From an optimization exercise on the open Yosys and OpenROAD flow, aimed at small area; shortcuts taken in it are not production practice. At most, simulation tests tie the RTL to the original design; equivalence was not proved. No activity file was given, so power comes from the tool's default toggle rates.

// reverse
module reverse (
    input  wire clk,
    input  wire rst_n,
    input  wire uart_rx,
    output wire uart_tx
);
Size in the first run: ~460 cells after synthesis, ~290 flip-flops, roughly 0.0067 mm2 of cells after synthesis.
export LEC_CHECK = 0
export ABC_AREA = 1
export CAP_MARGIN = 20
export CORE_MARGIN = 2
export CORE_UTILIZATION = 60
export CTS_BUF_LIST = sky130_fd_sc_hd__clkbuf_4
export CTS_CLUSTER_DIAMETER = 40
export CTS_CLUSTER_SIZE = 10
export SLEW_MARGIN = 20
create_clock -name core_clock -period 37.0 [get_ports {clk}]
run.sh (not shown) runs the stock make flow with config.mk's settings and CLKGATE_MAP_FILE= SYNTH_SCRIPT=/design/flow/synth_recipe.tcl, a recipe that flattens the netlist after the stock synthesis.
Change:
--- a/flow/config.mk
+++ b/flow/config.mk
@@ -11,4 +11,4 @@
-export CORE_UTILIZATION = 60
-export CTS_BUF_LIST = sky130_fd_sc_hd__clkbuf_4
-export CTS_CLUSTER_DIAMETER = 40
-export CTS_CLUSTER_SIZE = 10
+export CORE_UTILIZATION = 75
+export CTS_BUF_LIST = sky130_fd_sc_hd__clkbuf_8
+export CTS_CLUSTER_DIAMETER = 50
+export CTS_CLUSTER_SIZE = 20
Effect: The changed run completed without violations. Global-route usage rises by 5.1 points. Fmax rose by 0.94%. Cell area falls by about 1%. Clock power fell by about 5%. Area after synthesis does not change. Cell count fell by about 8%. Sequential cell count does not change. Hold slack is better by 0.0088 ns. Non-clock buffer count is unchanged.
Change:
--- a/flow/config.mk
+++ b/flow/config.mk
@@ -11,4 +11,4 @@
-export CORE_UTILIZATION = 75
-export CTS_BUF_LIST = sky130_fd_sc_hd__clkbuf_8
-export CTS_CLUSTER_DIAMETER = 50
-export CTS_CLUSTER_SIZE = 20
+export CORE_UTILIZATION = 60
+export CTS_BUF_LIST = sky130_fd_sc_hd__clkbuf_16
+export CTS_CLUSTER_DIAMETER = 80
+export CTS_CLUSTER_SIZE = 36
What happened: Via count falls by 2.9%; routed wire length falls by 14%; total power rises by 5.2%; final cell count rises by 4.4%; die area rises by 24%; critical path depth does not change; clock-buffer cell count falls by 6; clock power rises by 18%; final area rises by 1.9%.
No run of this note included a check of the RTL's function; only the layout flow was run.

---

The RTL this note starts from:
==> flow/design.v <==
module reverse (
    input  wire clk,
    input  wire rst_n,
    input  wire uart_rx,
    output wire uart_tx
);
    localparam [7:0] BIT_LAST   = 8'd233;   
    localparam [7:0] FIRST_LAST = 8'd255;   
    localparam [1:0] S_HUNT = 2'd0;   
    localparam [1:0] S_ALN  = 2'd1;   
    localparam [1:0] S_BITS = 2'd2;   
    reg s1, s2;
    always @(posedge clk or negedge rst_n)
        if (!rst_n) begin
            s1 <= 1'b1;
            s2 <= 1'b1;
        end else begin
            s1 <= uart_rx;
            s2 <= s1;
        end
    reg [6:0] p;
    always @(posedge clk or negedge rst_n)
        if (!rst_n) p <= 7'd0;
        else        p <= p + 7'd1;
    reg [1:0] st;
    reg       m;       
    reg [4:0] j;       
    reg [3:0] n;       
    reg [7:0] c;       
    reg       tx;
    wire [4:0] idx = j ^ {5{m}};
    wire match = (p[6:4] == idx[3:1]) && (p[3] == idx[0]) && !p[2] &&
                 (p[1] == idx[0]) && (p[0] == idx[0]);
    reg [127:0] ra, rb;
    wire tick = (st == S_BITS) && (c == 8'd0);
    wire we   = tick && !m && !n[3];
    wire tap  = idx[4] ? rb[105] : ra[105];
    always @(posedge clk) begin
        ra <= {ra[126:0], (we && !idx[4]) ? s2 : ra[127]};
        rb <= {rb[126:0], (we &&  idx[4]) ? s2 : rb[127]};
    end
    always @(posedge clk) begin
        c <= c - 8'd1;
        case (st)
            S_ALN: if (match) begin
                n <= 4'd0;
                c <= m ? BIT_LAST : FIRST_LAST;
            end
            S_BITS: if (c == 8'd0) begin
                n <= n + 4'd1;
                c <= BIT_LAST;
            end
            default: ;
        endcase
    end
    always @(posedge clk or negedge rst_n) begin
        if (!rst_n) begin
            st <= S_HUNT;
            m  <= 1'b0;
            j  <= 5'd0;
            tx <= 1'b1;
        end else begin
            case (st)
                S_HUNT: if (!s2) st <= S_ALN;
                S_ALN: if (match) begin
                    st <= S_BITS;
                    if (m) tx <= 1'b0;
                end
                default: if (c == 8'd0) begin
                    if (m) begin
                        tx <= n[3] | tap;
                        if (n == 4'd9) begin
                            j <= j + 5'd1;
                            if (j == 5'd31) begin
                                m  <= 1'b0;
                                st <= S_HUNT;
                            end else
                                st <= S_ALN;
                        end
                    end else if (n == 4'd8) begin
                        j <= j + 5'd1;
                        if (j == 5'd31) begin
                            m  <= 1'b1;
                            st <= S_ALN;
                        end else
                            st <= S_HUNT;
                    end
                end
            endcase
        end
    end
    assign uart_tx = tx;
endmodule
make LEC_CHECK=0 ABC_AREA=1 CAP_MARGIN=20 CORE_MARGIN=2 CORE_UTILIZATION=60 CTS_BUF_LIST=sky130_fd_sc_hd__clkbuf_4 SLEW_MARGIN=20 finish   # period 37.0 ns
==> next run, changes <==
- CTS_CLUSTER_DIAMETER: unset -> 50
- CTS_CLUSTER_SIZE: unset -> 12
Result: The changed run completed with no timing, DRC or antenna violations; total power is lower by about a fifth; cell count is lower by roughly a tenth; worst setup slack is worse by 0.028 ns; first-iteration DRC count is higher by about a fifth; sequential power barely changes; die area is unchanged; routed wire length is lower by a little under a tenth; via count is lower by a little under a tenth.

---

Another version of the RTL of reverse (not shown whole).
Size: ~390 cells after synthesis, about 6300 µm² of cells after synthesis.
clock: 37.0 ns
lec_check: 0
abc_area: 0
cap_margin: 20
core_margin: 2
core_utilization: 70
cts_buf_list: sky130_fd_sc_hd__clkbuf_8
cts_cluster_diameter: 50
cts_cluster_size: 16
slew_margin: 20
standard.sh (not shown) runs the stock make flow with config.mk's settings and CLKGATE_MAP_FILE= SYNTH_SCRIPT=/design/flow/synth_recipe.tcl, a recipe that flattens the netlist after the stock synthesis.
==> flow/flow/run.sh <==
#!/bin/bash
# Standard ORFS layout, with one change: after the standard synthesis, the
# combinational logic between the registers is re-mapped by ABC with an
# area-oriented script. Every register instance is kept as the standard
# synthesis made it (same name, same cell); only the gates between them change.
set -euo pipefail
W=$(pwd)
LIB=$FLOW_HOME/platforms/$FLOW_PLATFORM/lib/sky130_fd_sc_hd__tt_025C_1v80.lib
R=$W/orfs/results/$FLOW_PLATFORM/reverse/base

bash standard.sh synth > $W/std_synth.log 2>&1

cp $R/1_2_yosys.v $W/remap_in.v
DU=$(grep -o 'cell ("sky130_fd_sc_hd__\(lpflow\|probe\)[^"]*")' $LIB | sed 's/cell ("\(.*\)")/-dont_use \1/' | tr '\n' ' ')
sed -e "s|@LIB@|$LIB|g" -e "s|@DU@|$DU|g" -e "s|@IN@|$W/remap_in.v|g" -e "s|@OUT@|$W/remap_out.v|g" \
    flow/remap.ys > $W/remap.ys
yosys -s $W/remap.ys > $W/remap.log 2>&1

# the registers must be the same instances as before
grep -E '^\s*sky130_fd_sc_hd__(df|edf|sdf|dl)\S* ' $W/remap_in.v | sort > $W/regs_in.txt
grep -E '^\s*sky130_fd_sc_hd__(df|edf|sdf|dl)\S* ' $W/remap_out.v | sort > $W/regs_out.txt
cmp $W/regs_in.txt $W/regs_out.txt

cp $W/remap_out.v $R/1_2_yosys.v
bash standard.sh > $W/std_finish.log 2>&1
==> flow/flow/remap.ys <==
# pass 1: cell functions from the library, the registers kept as black
# boxes; flatten the gates and re-map them with ABC
read_liberty -ignore_miss_func @LIB@
blackbox sky130_fd_sc_hd__df* sky130_fd_sc_hd__edf* sky130_fd_sc_hd__sdf* sky130_fd_sc_hd__dl*
read_verilog @IN@
hierarchy -top reverse
flatten
hierarchy -top reverse
opt -purge
abc -liberty @LIB@ @DU@ -script +strash;ifraig;dc2;dch,-f;amap;topo
opt_clean -purge
write_verilog -noattr -nohex -nodec @OUT@.pass1.v
design -reset
# pass 2: the same clean-up ORFS's synthesis ends with
read_liberty -lib @LIB@
read_verilog @OUT@.pass1.v
hierarchy -check -top reverse
splitnets
opt_clean -purge
hilomap -singleton -hicell sky130_fd_sc_hd__conb_1 HI -locell sky130_fd_sc_hd__conb_1 LO
insbuf -buf sky130_fd_sc_hd__buf_4 A X
rename -hide w:*$func$*
check -assert -mapped
tee -o @OUT@.stat stat -liberty @LIB@
write_verilog -noattr -nohex -nodec @OUT@
The first run finished with timing, DRC and antenna clean.
Edit:
--- a/flow/flow/run.sh
+++ b/flow/flow/run.sh
@@ -5,4 +5,7 @@
 # synthesis made it (same name, same cell); only the gates between them change.
 set -euo pipefail
+
+# clock tree: clusters of flip-flops, each driven by one buffer
+STD_ARGS=("CTS_ARGS=-sink_clustering_enable -repair_clock_nets -sink_clustering_size 10 -sink_clustering_max_diameter 40 -buf_list sky130_fd_sc_hd__clkbuf_4 -root_buf sky130_fd_sc_hd__clkbuf_8 -dont_use_dummy_load")
 W=$(pwd)
 LIB=$FLOW_HOME/platforms/$FLOW_PLATFORM/lib/sky130_fd_sc_hd__tt_025C_1v80.lib
@@ -23,3 +26,3 @@
 
 cp $W/remap_out.v $R/1_2_yosys.v
-bash standard.sh > $W/std_finish.log 2>&1
+bash standard.sh "${STD_ARGS[@]}" finish > $W/std_finish.log 2>&1
Effect: Clock-buffer cell count rises by 13; synthesized area is unchanged; worst setup slack gets better by 26 ps; cell area falls by 0.33%.

[what the ideal ports hide]
In the flow no input, the clock included, has a driving cell. The finished layouts below were timed again as built, in two steps. Step 1: set_driving_cell puts a clkbuf_16 on clk and a buf_2 on each other input, an assumption about the parent block. Step 2, shift: input delay + t, output delay - t, t = (earliest + latest rising clock arrival at the registers) / 2. This alone moves slack from input paths to output paths. Three values: no drivers, after step 1, after step 2; two values: the first two.
run	shift t [ns]	slack for setup (ns)	worst hold slack (ns)
the first run of note 1	0.598	27.955 / 27.926 / 28.524	0.315 / 0.315 / 0.315
the second run of note 1	0.519	28.040 / 28.008 / 28.527	0.324 / 0.324 / 0.324
the third run of note 1	0.492	28.061 / 28.025 / 28.518	0.303 / 0.303 / 0.303
the first run of note 2	0.639	27.940 / 27.910 / 28.549	0.308 / 0.308 / 0.308
the second run of note 2	0.650	27.913 / 27.882 / 28.532	0.313 / 0.313 / 0.313
the first run of note 3	0.522	28.027 / 27.995 / 28.517	0.327 / 0.327 / 0.327
the second run of note 3	0.494	28.054 / 28.017 / 28.511	0.310 / 0.310 / 0.310
After both steps setup and hold are still met in every run listed.
